From an optimization exercise on the open Yosys and OpenROAD flow, aimed at small area; shortcuts taken in it are not production practice. The RTL was checked by simulation tests, not by an equivalence proof against the original design. Power is estimated from default activity; no workload was simulated.

Setup of yarrow:
==> module fifo, before the edit <==
module fifo (
    input wire clk,
    input wire reset,
    input wire write_enable,
    input wire [13:0] write_data,
    input wire read_enable,
    output reg [13:0] read_data,
    output wire read_strobe,
    output wire empty_flag,
    output wire full_flag
);
    reg [13:0] memory [0:63];
    reg [6:0] write_pointer, read_pointer;
    reg wrap_w, wrap_r;
    reg [6:0] write_pointer_sync, read_pointer_sync;
    wire [6:0] write_code = write_pointer | {7{wrap_w}};
    wire [6:0] read_code  = read_pointer  | {7{wrap_r}};
    assign empty_flag = (read_code == write_pointer_sync);
    assign full_flag  = (write_code == (read_pointer_sync ^ 7'h40));
    reg [13:0] read_word;
    integer k;
    always @(*) begin
        read_word = 14'd0;
        for (k = 0; k < 64; k = k + 1)
            read_word = read_word | ({14{read_pointer[5:0] == k}} & memory[k]);
    end
    wire do_write = write_enable && !full_flag;
    wire do_read  = read_enable && !empty_flag;
    assign read_strobe = !reset && do_read;
    always @(posedge clk or posedge reset) begin
        if (reset) begin
            write_pointer <= 7'd0;
            wrap_w <= 1'b0;
        end else if (do_write) begin
            write_pointer <= write_pointer + 7'd1;
            wrap_w <= (write_pointer == 7'd127);
        end
    end
    always @(posedge clk) begin
        if (do_write)
            memory[write_pointer[5:0]] <= write_data;
    end
    always @(posedge clk or posedge reset) begin
        if (reset) begin
            read_pointer <= 7'd0;
            wrap_r <= 1'b0;
        end else if (do_read) begin
            read_pointer <= read_pointer + 7'd1;
            wrap_r <= (read_pointer == 7'd127);
        end
    end
    always @(posedge clk) begin
        if (read_strobe)
            read_data <= read_word;
    end
    always @(posedge clk) begin
        write_pointer_sync <= write_code;
        read_pointer_sync <= read_code;
    end
endmodule
==> module alu_mac, before the edit <==
module alu_mac (
    input wire clk,
    input wire reset,
    input wire [15:0] d_element,
    input wire [1023:0] cmem,
    output reg [5:0] tap_index,
    output reg [31:0] out,
    output reg done
);
    reg [31:0] sum;
    reg [15:0] cmem_element;
    integer k;
    always @(*) begin
        cmem_element = 16'd0;
        for (k = 0; k < 63; k = k + 1)
            cmem_element = cmem_element | ({16{tap_index == k}} & cmem[k*16 +: 16]);
    end
    wire [31:0] next_sum;
    mac_tree mac_tree_inst (
        .d(d_element),
        .c(cmem_element),
        .acc((tap_index == 6'd0) ? 32'd0 : sum),
        .s(next_sum)
    );
    always @(posedge clk or posedge reset) begin
        if (reset) begin
            tap_index <= 6'd0;
            out <= 32'd0;
            done <= 1'b0;
        end else begin
            tap_index <= tap_index + 6'd1;
            done <= (tap_index == 6'd63);
            if (tap_index == 6'd63)
                out <= sum;
        end
    end
    always @(posedge clk) begin
        sum <= next_sum;
    end
endmodule
==> flow/config.mk <==
export PLATFORM = sky130hd
export DESIGN_NAME = top_module
export DESIGN_NICKNAME = top_module
export VERILOG_FILES = /design/flow/design.v
export SDC_FILE = /design/flow/constraint.sdc
export NUM_CORES = 4
export LEC_CHECK = 0
export CAP_MARGIN = 20
export CORE_MARGIN = 2
export CORE_UTILIZATION = 40
export PLACE_DENSITY = 0.6
export SLEW_MARGIN = 20
==> flow/constraint.sdc <==
create_clock -name core_clock -period 12.0 [get_ports {clk}]
set_input_delay 2.4000 -clock core_clock [delete_from_list [all_inputs] [get_ports {clk}]]
set_output_delay 2.4000 -clock core_clock [all_outputs]
set_load 0.01 [all_outputs]
standard.sh (not shown) runs the stock make flow with config.mk's settings and CLKGATE_MAP_FILE= SYNTH_SCRIPT=/design/flow/synth_recipe.tcl, a recipe that flattens the netlist after the stock synthesis.
==> flow/flow/run.sh <==
#!/bin/bash
# Layout: the standard flow, with single-drive buffers on the ports, a
# clock tree of larger sink clusters without dummy loads, and ABC mapping
# with relaxed delay targets (less area).
set -euo pipefail
rm -rf scripts
cp -r "$FLOW_HOME/scripts" scripts
sed -i 's/^&nf$/\&nf -R 200/; /upsize/d' scripts/abc_speed.script
export SCRIPTS_DIR="$PWD/scripts"
export BUFFER_PORTS_ARGS="-buffer_cell sky130_fd_sc_hd__buf_1"
export CTS_ARGS="-sink_clustering_enable -repair_clock_nets -dont_use_dummy_load -sink_clustering_size 24 -sink_clustering_max_diameter 110"
bash standard.sh > standard.log 2>&1
For indigo, these inputs were changed with respect to yarrow:
diff --git a/flow/design.v b/flow/design.v
--- a/flow/design.v
+++ b/flow/design.v
@@ -71,14 +71,23 @@
     wire [6:0] write_code = write_pointer | {7{wrap_w}};
     wire [6:0] read_code  = read_pointer  | {7{wrap_r}};
     assign empty_flag = (read_code == write_pointer_sync);
     assign full_flag  = (write_code == (read_pointer_sync ^ 7'h40));
-    reg [13:0] read_word;
-    integer k;
+    reg [7:0] sel_lo, sel_hi;
+    reg [13:0] read_word, group_word;
+    integer g, k;
     always @(*) begin
+        for (k = 0; k < 8; k = k + 1) begin
+            sel_lo[k] = (read_pointer[2:0] == k);
+            sel_hi[k] = (read_pointer[5:3] == k);
+        end
         read_word = 14'd0;
-        for (k = 0; k < 64; k = k + 1)
-            read_word = read_word | ({14{read_pointer[5:0] == k}} & memory[k]);
+        for (g = 0; g < 8; g = g + 1) begin
+            group_word = 14'd0;
+            for (k = 0; k < 8; k = k + 1)
+                group_word = group_word | ({14{sel_lo[k]}} & memory[g*8+k]);
+            read_word = read_word | ({14{sel_hi[g]}} & group_word);
+        end
     end
     wire do_write = write_enable && !full_flag;
     wire do_read  = read_enable && !empty_flag;
     assign read_strobe = !reset && do_read;
@@ -177,14 +186,24 @@
     output reg [31:0] out,
     output reg done
 );
     reg [31:0] sum;
-    reg [15:0] cmem_element;
-    integer k;
+    reg [7:0] sel_lo, sel_hi;
+    reg [15:0] cmem_element, group_word;
+    integer g, k;
     always @(*) begin
+        for (k = 0; k < 8; k = k + 1) begin
+            sel_lo[k] = (tap_index[2:0] == k);
+            sel_hi[k] = (tap_index[5:3] == k);
+        end
         cmem_element = 16'd0;
-        for (k = 0; k < 63; k = k + 1)
-            cmem_element = cmem_element | ({16{tap_index == k}} & cmem[k*16 +: 16]);
+        for (g = 0; g < 8; g = g + 1) begin
+            group_word = 16'd0;
+            for (k = 0; k < 8; k = k + 1)
+                if (g*8+k != 63)
+                    group_word = group_word | ({16{sel_lo[k]}} & cmem[(g*8+k)*16 +: 16]);
+            cmem_element = cmem_element | ({16{sel_hi[g]}} & group_word);
+        end
     end
     wire [31:0] next_sum;
     mac_tree mac_tree_inst (
         .d(d_element),
[summary]
indigo: PASS, flow complete, no timing, DRC or antenna violations
Delta (indigo minus yarrow): final-layout non-clock buffer area share lower; period utilization lower; number of buffers and inverters on the critical path higher; tightest slew margin relative to the limit higher; clock network power share roughly the same.
Of yarrow and indigo, the higher relative contribution of sequential cells to total power belongs to indigo.
For the relative area change from synthesis to final layout, indigo came in 2.8 points lower than yarrow did.
Relative to yarrow, the detailed-route wire length of indigo is lower by about 36%.
Looking only at detailed-routing wirelength on met1, and setting everything else aside, the lower value of yarrow and indigo goes to indigo.
| sequential share of layout area | lower: yarrow |
In indigo the total via count in the routed design turned out 7542 lower than in yarrow.
Count of filler cells inserted in the layout sits higher in indigo than in yarrow.

port drivers added, routing unchanged:
In the flow no input, the clock included, has a driving cell. The finished layouts below were timed again as built, in two steps. Step 1 assumes that a clkbuf_16 drives the clock port and a buf_2 every other input. Step 2 moves the port delays by t, midway between the first and last clock arrival at a register: inputs arrive t later, outputs are due t later. That takes back most of the time a late clock gives input paths. a / b / c = ideal ports / drivers / drivers and shift; a / b = the first two.
run	shift t [ns]	slack for setup (ns)	worst setup path at the end	pins driven straight from the clock port
yarrow	0.814	0.539 / 0.539 / 0.112	input to register	1
indigo	0.782	0.774 / 0.774 / 0.167	input to register	1
After both steps setup and hold are still met in every run listed. For indigo, which loses most, drivers alone change the setup slack by 0.000 ns; drivers and shift together by -0.607 ns.
